This design comes from an exercise in tuning for small area on the open sky130 flow, not from production work.
Where RTL was checked, it was by simulation tests only, not by an equivalence proof against the original.
No activity file was given, so power comes from the tool's default toggle rates.

==> lagoon <==
==> flow/design.v (excerpt) <==
module LedMatrix (
  output     [34:0]   io_col,
  output     [5:0]    io_row,
  input               bus_write,
  input      [6:0]    bus_address,
  input      [31:0]   bus_writeData,
  input               clk,
  input               reset
);
export LEC_CHECK = 0
export CAP_MARGIN = 5
export CORE_MARGIN = 2
export CORE_UTILIZATION = 48
export CTS_BUF_LIST = sky130_fd_sc_hd__clkbuf_8
export CTS_CLUSTER_DIAMETER = 100
export CTS_CLUSTER_SIZE = 18
export PLACE_DENSITY = 0.65
export SLEW_MARGIN = 5
create_clock -name core_clock -period 10.0 [get_ports {clk}]
standard.sh (not shown) runs the stock make flow with config.mk's settings and CLKGATE_MAP_FILE= SYNTH_SCRIPT=/design/flow/synth_recipe.tcl, a recipe that flattens the netlist after the stock synthesis.
==> flow/flow/run.sh <==
#!/bin/bash
# The standard layout (standard.sh), with one change to synthesis: Yosys's abc call maps the
# combinational logic with flow/area.abc, an area-oriented script, in place of ORFS's speed
# script. Everything else in synth_recipe.tcl (and so every register) is as the standard
# synthesis makes it.
# Port buffers are buf_1 cells.
set -euo pipefail
W=$(pwd)
cat > "$W/own_synth.tcl" <<TCL
# synth_recipe.tcl, with the -script of every abc call pointing at flow/area.abc
proc abc {args} {
  set i [lsearch -exact \$args -script]
  if {\$i >= 0} { lset args [expr {\$i + 1}] $W/flow/area.abc }
  yosys abc {*}\$args
}
source $W/synth_recipe.tcl
TCL
sed "s|SYNTH_SCRIPT=[^ ]*|SYNTH_SCRIPT=$W/own_synth.tcl|" standard.sh > own_standard.sh
grep -q "SYNTH_SCRIPT=$W/own_synth.tcl" own_standard.sh
# port buffers: the smallest buffer (ORFS otherwise picks clkdlybuf4s50_1)
bash own_standard.sh "BUFFER_PORTS_ARGS=-buffer_cell sky130_fd_sc_hd__buf_1" finish > "$W/flow_make.log" 2>&1
==> flow/flow/area.abc <==
strash
&get -n
&dch
&nf -R 1000
&put
strash
&get -n
&dch
&nf -R 1000
&put
==> nickel (differences from lagoon) <==
- CORE_UTILIZATION: 48 -> 55
- CTS_BUF_LIST: sky130_fd_sc_hd__clkbuf_8 -> sky130_fd_sc_hd__clkbuf_8 sky130_fd_sc_hd__clkbuf_16
- PLACE_DENSITY: 0.65 -> 0.7
==> tundra (differences from lagoon) <==
- CORE_UTILIZATION: 48 -> 65
- PLACE_DENSITY: 0.65 -> 0.75
==> summary of the runs <==
- Final cell count, lowest first: tundra, nickel, lagoon.
- Against lagoon, the routed wire length of tundra is lower by 4.7%.
- Between tundra and lagoon, the lower total power is in tundra (gap about 0.33%, measured against lagoon).
- In synthesized area, lagoon and nickel do not differ.
- In tundra the sequential share of layout area is higher than in lagoon, by 0.60 points.
- The lowest global-route usage belongs to lagoon, the highest to tundra.
- In synthesized cell count, lagoon and tundra do not differ.

==> run a: inputs <==
LedMatrix, a different RTL version from the one above (not shown whole).
==> flow/config.mk <==
export PLATFORM = sky130hd
export DESIGN_NAME = LedMatrix
export DESIGN_NICKNAME = LedMatrix
export VERILOG_FILES = /design/flow/design.v
export SDC_FILE = /design/flow/constraint.sdc
export NUM_CORES = 4
export LEC_CHECK = 0
export CAP_MARGIN = 0
export CORE_MARGIN = 2
export CORE_UTILIZATION = 70
export CTS_BUF_LIST = sky130_fd_sc_hd__clkbuf_16
export CTS_CLUSTER_DIAMETER = 100
export CTS_CLUSTER_SIZE = 30
export PLACE_DENSITY = 0.8
export SLEW_MARGIN = 0
==> flow/constraint.sdc <==
create_clock -name core_clock -period 10.0 [get_ports {clk}]
set_input_delay 2.0000 -clock core_clock [delete_from_list [all_inputs] [get_ports {clk}]]
set_output_delay 2.0000 -clock core_clock [all_outputs]
set_load 0.01 [all_outputs]
Scripts as last shown in full above: flow/flow/run.sh, flow/flow/area.abc
==> run b (differences from run a) <==
--- a/flow/config.mk
+++ b/flow/config.mk
@@ -7,9 +7,9 @@
 export LEC_CHECK = 0
-export CAP_MARGIN = 0
+export CAP_MARGIN = 5
 export CORE_MARGIN = 2
-export CORE_UTILIZATION = 70
+export CORE_UTILIZATION = 55
 export CTS_BUF_LIST = sky130_fd_sc_hd__clkbuf_16
 export CTS_CLUSTER_DIAMETER = 100
-export CTS_CLUSTER_SIZE = 30
-export PLACE_DENSITY = 0.8
-export SLEW_MARGIN = 0
+export CTS_CLUSTER_SIZE = 28
+export PLACE_DENSITY = 0.7
+export SLEW_MARGIN = 5
==> run c (differences from run a) <==
--- a/flow/config.mk
+++ b/flow/config.mk
@@ -7,9 +7,8 @@
 export LEC_CHECK = 0
-export CAP_MARGIN = 0
+export CAP_MARGIN = 20
 export CORE_MARGIN = 2
-export CORE_UTILIZATION = 70
+export CORE_UTILIZATION = 40
 export CTS_BUF_LIST = sky130_fd_sc_hd__clkbuf_16
 export CTS_CLUSTER_DIAMETER = 100
-export CTS_CLUSTER_SIZE = 30
-export PLACE_DENSITY = 0.8
-export SLEW_MARGIN = 0
+export CTS_CLUSTER_SIZE = 28
+export SLEW_MARGIN = 20
==> run d (differences from run a) <==
==> flow/config.mk (replaced) <==
export PLATFORM = sky130hd
export DESIGN_NAME = LedMatrix
export DESIGN_NICKNAME = LedMatrix
export VERILOG_FILES = /design/flow/design.v
export SDC_FILE = /design/flow/constraint.sdc
export NUM_CORES = 4
export LEC_CHECK = 0
export CAP_MARGIN = 5
export CORE_MARGIN = 2
export CORE_UTILIZATION = 55
export CTS_BUF_LIST = sky130_fd_sc_hd__clkbuf_8
export CTS_CLUSTER_DIAMETER = 100
export CTS_CLUSTER_SIZE = 18
export PLACE_DENSITY = 0.7
export SLEW_MARGIN = 5
==> qor summary <==
metric                                                                               run a                    run c                    run d                    run b
Area enclosed by the die boundary                                                76600 um2               133000 um2                97200 um2                97200 um2
Width of the die                                                                    277 um                   365 um                   312 um                   312 um
Final critical-path setup slack                                                    2.91 ns                  2.92 ns                  2.89 ns                  2.96 ns
Run status                                                        finished with violations  complete, no violations  complete, no violations  complete, no violations
Violated checks                                              capacitance limit, slew limit                        -                        -                        -
Via count                                                                            31.3k                    30.5k                    31.1k                    30.9k
Count of H-tree levels built during CTS                                                  2                        2                        3                        2
Relative area of non-clock buffer cells in the final design                          2.02%                    2.69%                    2.22%                    2.22%
Bufs w/o clock                                                                         179                      236                      200                      199
Share of cell area taken by multi-input logic gates                                  18.2%                    17.8%                    18.1%                    18.0%
Period minus WS final                                                              7.09 ns                  7.08 ns                  7.11 ns                  7.04 ns
Net Sw Power                                                                       2.08 mW                  2.16 mW                  2.13 mW                  2.12 mW
GR Util met3                                                                         5.31%                    2.55%                    5.10%                    4.73%
Final worst-path cycle share                                                         70.9%                    70.8%                    71.1%                    70.4%
Worst-case register-to-register setup slack                                        5.60 ns                  5.96 ns                  5.43 ns                  5.32 ns
Clock buffer and inverter area fraction after layout                                 2.79%                    2.80%                    2.55%                    2.84%

==> run G: inputs <==
Another version of the RTL of LedMatrix (not shown whole).
clock: 10.0 ns
lec_check: 0
cap_margin: 20
core_margin: 2
core_utilization: 40
cts_buf_list: sky130_fd_sc_hd__clkbuf_16
cts_cluster_diameter: 100
cts_cluster_size: 20
slew_margin: 20
run.sh (not shown) runs the stock make flow with config.mk's settings and CLKGATE_MAP_FILE= SYNTH_SCRIPT=/design/flow/synth_recipe.tcl, a recipe that flattens the netlist after the stock synthesis.
Stock flow here: none of the scripts above is used.
==> run X: changes against run G <==
--- a/flow/design.v
+++ b/flow/design.v
@@ -129,21 +129,19 @@
   reg [23:0] r101;
   reg [23:0] r102;
   reg [23:0] r103;
   reg [7:0] r104;
   reg [7:0] r105;
   reg [7:0] r106;
   reg resetSeen;    
-  reg resetAtEdge;  
   always @(posedge clk or posedge reset) begin
     if (reset) resetSeen <= 1'b1;
     else resetSeen <= 1'b0;
   end
-  always @(posedge clk) resetAtEdge <= reset;
-  wire clr = reset | (resetSeen & ~resetAtEdge);
+  wire clr = reset | resetSeen;
   wire addrValid = (bus_address < 7'd107);
   reg        held;
   reg [6:0]  addrQ;
   reg [23:0] dataQ;
   always @(posedge clk) begin
     addrQ <= bus_address;
     dataQ <= bus_writeData[23:0];
==> flow/flow/run.sh (new file) <==
#!/bin/bash
# The standard layout (standard.sh), with one change to synthesis: Yosys's abc call maps the
# combinational logic with flow/area.abc, an area-oriented script, in place of ORFS's speed
# script. Everything else in synth_recipe.tcl (and so every register) is as the standard
# synthesis makes it.
# Port buffers are buf_1 cells.
set -euo pipefail
W=$(pwd)
cat > "$W/own_synth.tcl" <<TCL
# synth_recipe.tcl, with the -script of every abc call pointing at flow/area.abc
proc abc {args} {
  set i [lsearch -exact \$args -script]
  if {\$i >= 0} { lset args [expr {\$i + 1}] $W/flow/area.abc }
  yosys abc {*}\$args
}
source $W/synth_recipe.tcl
TCL
sed "s|SYNTH_SCRIPT=[^ ]*|SYNTH_SCRIPT=$W/own_synth.tcl|" standard.sh > own_standard.sh
grep -q "SYNTH_SCRIPT=$W/own_synth.tcl" own_standard.sh
# port buffers: the smallest buffer (ORFS otherwise picks clkdlybuf4s50_1)
bash own_standard.sh "BUFFER_PORTS_ARGS=-buffer_cell sky130_fd_sc_hd__buf_1" finish > "$W/flow_make.log" 2>&1
==> flow/flow/area.abc (new file) <==
strash
&get -n
&dch
&nf -R 1000
&put
strash
&get -n
&dch
&nf -R 1000
&put
==> flow/standard.sh (new file) <==
#!/bin/bash
# synth_recipe.tcl (not shown) runs the flow's synth.tcl, then flattens the netlist and writes it again
# the make line also repeats each setting of config.mk as NAME=value (left out here)
make -C /OpenROAD-flow-scripts/flow DESIGN_CONFIG=/design/flow/config.mk WORK_HOME=/design/flow/orfs CLKGATE_MAP_FILE= SYNTH_SCRIPT=/design/flow/synth_recipe.tcl "${@:-finish}"
- CORE_UTILIZATION: 40 -> 55
- CTS_CLUSTER_DIAMETER: 100 -> 60
- CTS_CLUSTER_SIZE: 20 -> 30
- PLACE_DENSITY: not set -> 0.7
removed: flow/run.sh
==> summary of the runs <==
Run X finished with timing, DRC and antenna clean. Run G finished with timing, DRC and antenna clean. Final cell count: run X is smaller than run G (about 12%). Between run G and run X, the lower worst hold slack is in run G (gap 0.0060 ns). Against run G, the clock skew of run X is higher by 0.0033 ns. Of run X and run G, run G has the higher flip-flop and latch count (gap 1). Of run G and run X, run X has the higher clock power (gap about 18%, measured against run X). Against run X, the final area of run G is larger by 2.3%. Utilization: run G is lower than run X (18 points). Power: run X is larger than run G (5.0%). Of run X and run G, run G has the higher setup slack (gap 0.19 ns).
==> figures <==
                                                                             run G           run X
Inverters                                                                       48              46
Post-detailed-placement half-perimeter wirelength                          75.9 mm         69.7 mm
Average wire length per cell after detail routing                          26.4 um         28.6 um
Clock network power share                                                    30.5%           35.4%
Area fraction in compound gates after synthesis                              12.4%           13.1%
Non-clock buffering overhead in the final layout                             3.51%           2.20%
Area growth syn-to-layout                                                    11.1%           12.2%
Status                                                              finished clean  finished clean
Number of buffers added by the clock tree synthesis step                        81              85
Leak Pwr                                                                   20.7 nW         20.2 nW
Worst-case headroom to the max-slew limit                                    27.7%           23.0%
Final design area excluding fillers                                     60200 um^2      58900 um^2
Maximum fanout encountered on the critical timing path                          62              67
Final min period                                                           7.17 ns         7.36 ns
Flops & latches, synth                                                        1415            1414
Synth Cell Area                                                         54200 um^2      52500 um^2
Area share of fa/ha/maj cells after synthesis                                1.93%           1.28%
Seq area share                                                               69.8%           71.4%
Portion of synthesized cell area occupied by the leading cell type           74.5%           76.9%
Function not checked in run X: the RTL went through the layout flow alone.

afterwards: timing with drivers on the ports:
No port has a modelled driver above. Below, the same layouts with a new extraction and two added sets of constraints.
Step 1 (the two cells are an assumption about what drives the block):
set clk [get_ports {clk}]
set_driving_cell -lib_cell sky130_fd_sc_hd__clkbuf_16 $clk
set_driving_cell -lib_cell sky130_fd_sc_hd__buf_2 [delete_from_list [all_inputs] $clk]
Step 2 moves the port delays by t, midway between the first and last clock arrival at a register: inputs arrive t later, outputs are due t later. That takes back most of the time a late clock gives input paths.
a / b / c = ideal / step 1 / step 2; a / b = the first two.
run	shift t [ns]	setup slack, ns	worst slew at a driven data input, ns
lagoon	0.809	2.590 / 2.528 / 3.337	0.14
nickel	0.730	2.750 / 2.682 / 3.412	0.08
tundra	0.801	2.611 / 2.543 / 3.344	0.09
run a	0.731	2.910 / 2.843 / 3.574	0.05
run b	0.724	2.961 / 2.895 / 3.482	0.13
run c	0.748	2.919 / 2.850 / 3.597	0.11
run d	0.810	2.885 / 2.823 / 3.565	0.13
run G	0.735	2.830 / 2.760 / 2.881	0.06
run X	0.742	2.645 / 2.577 / 3.319	0.04
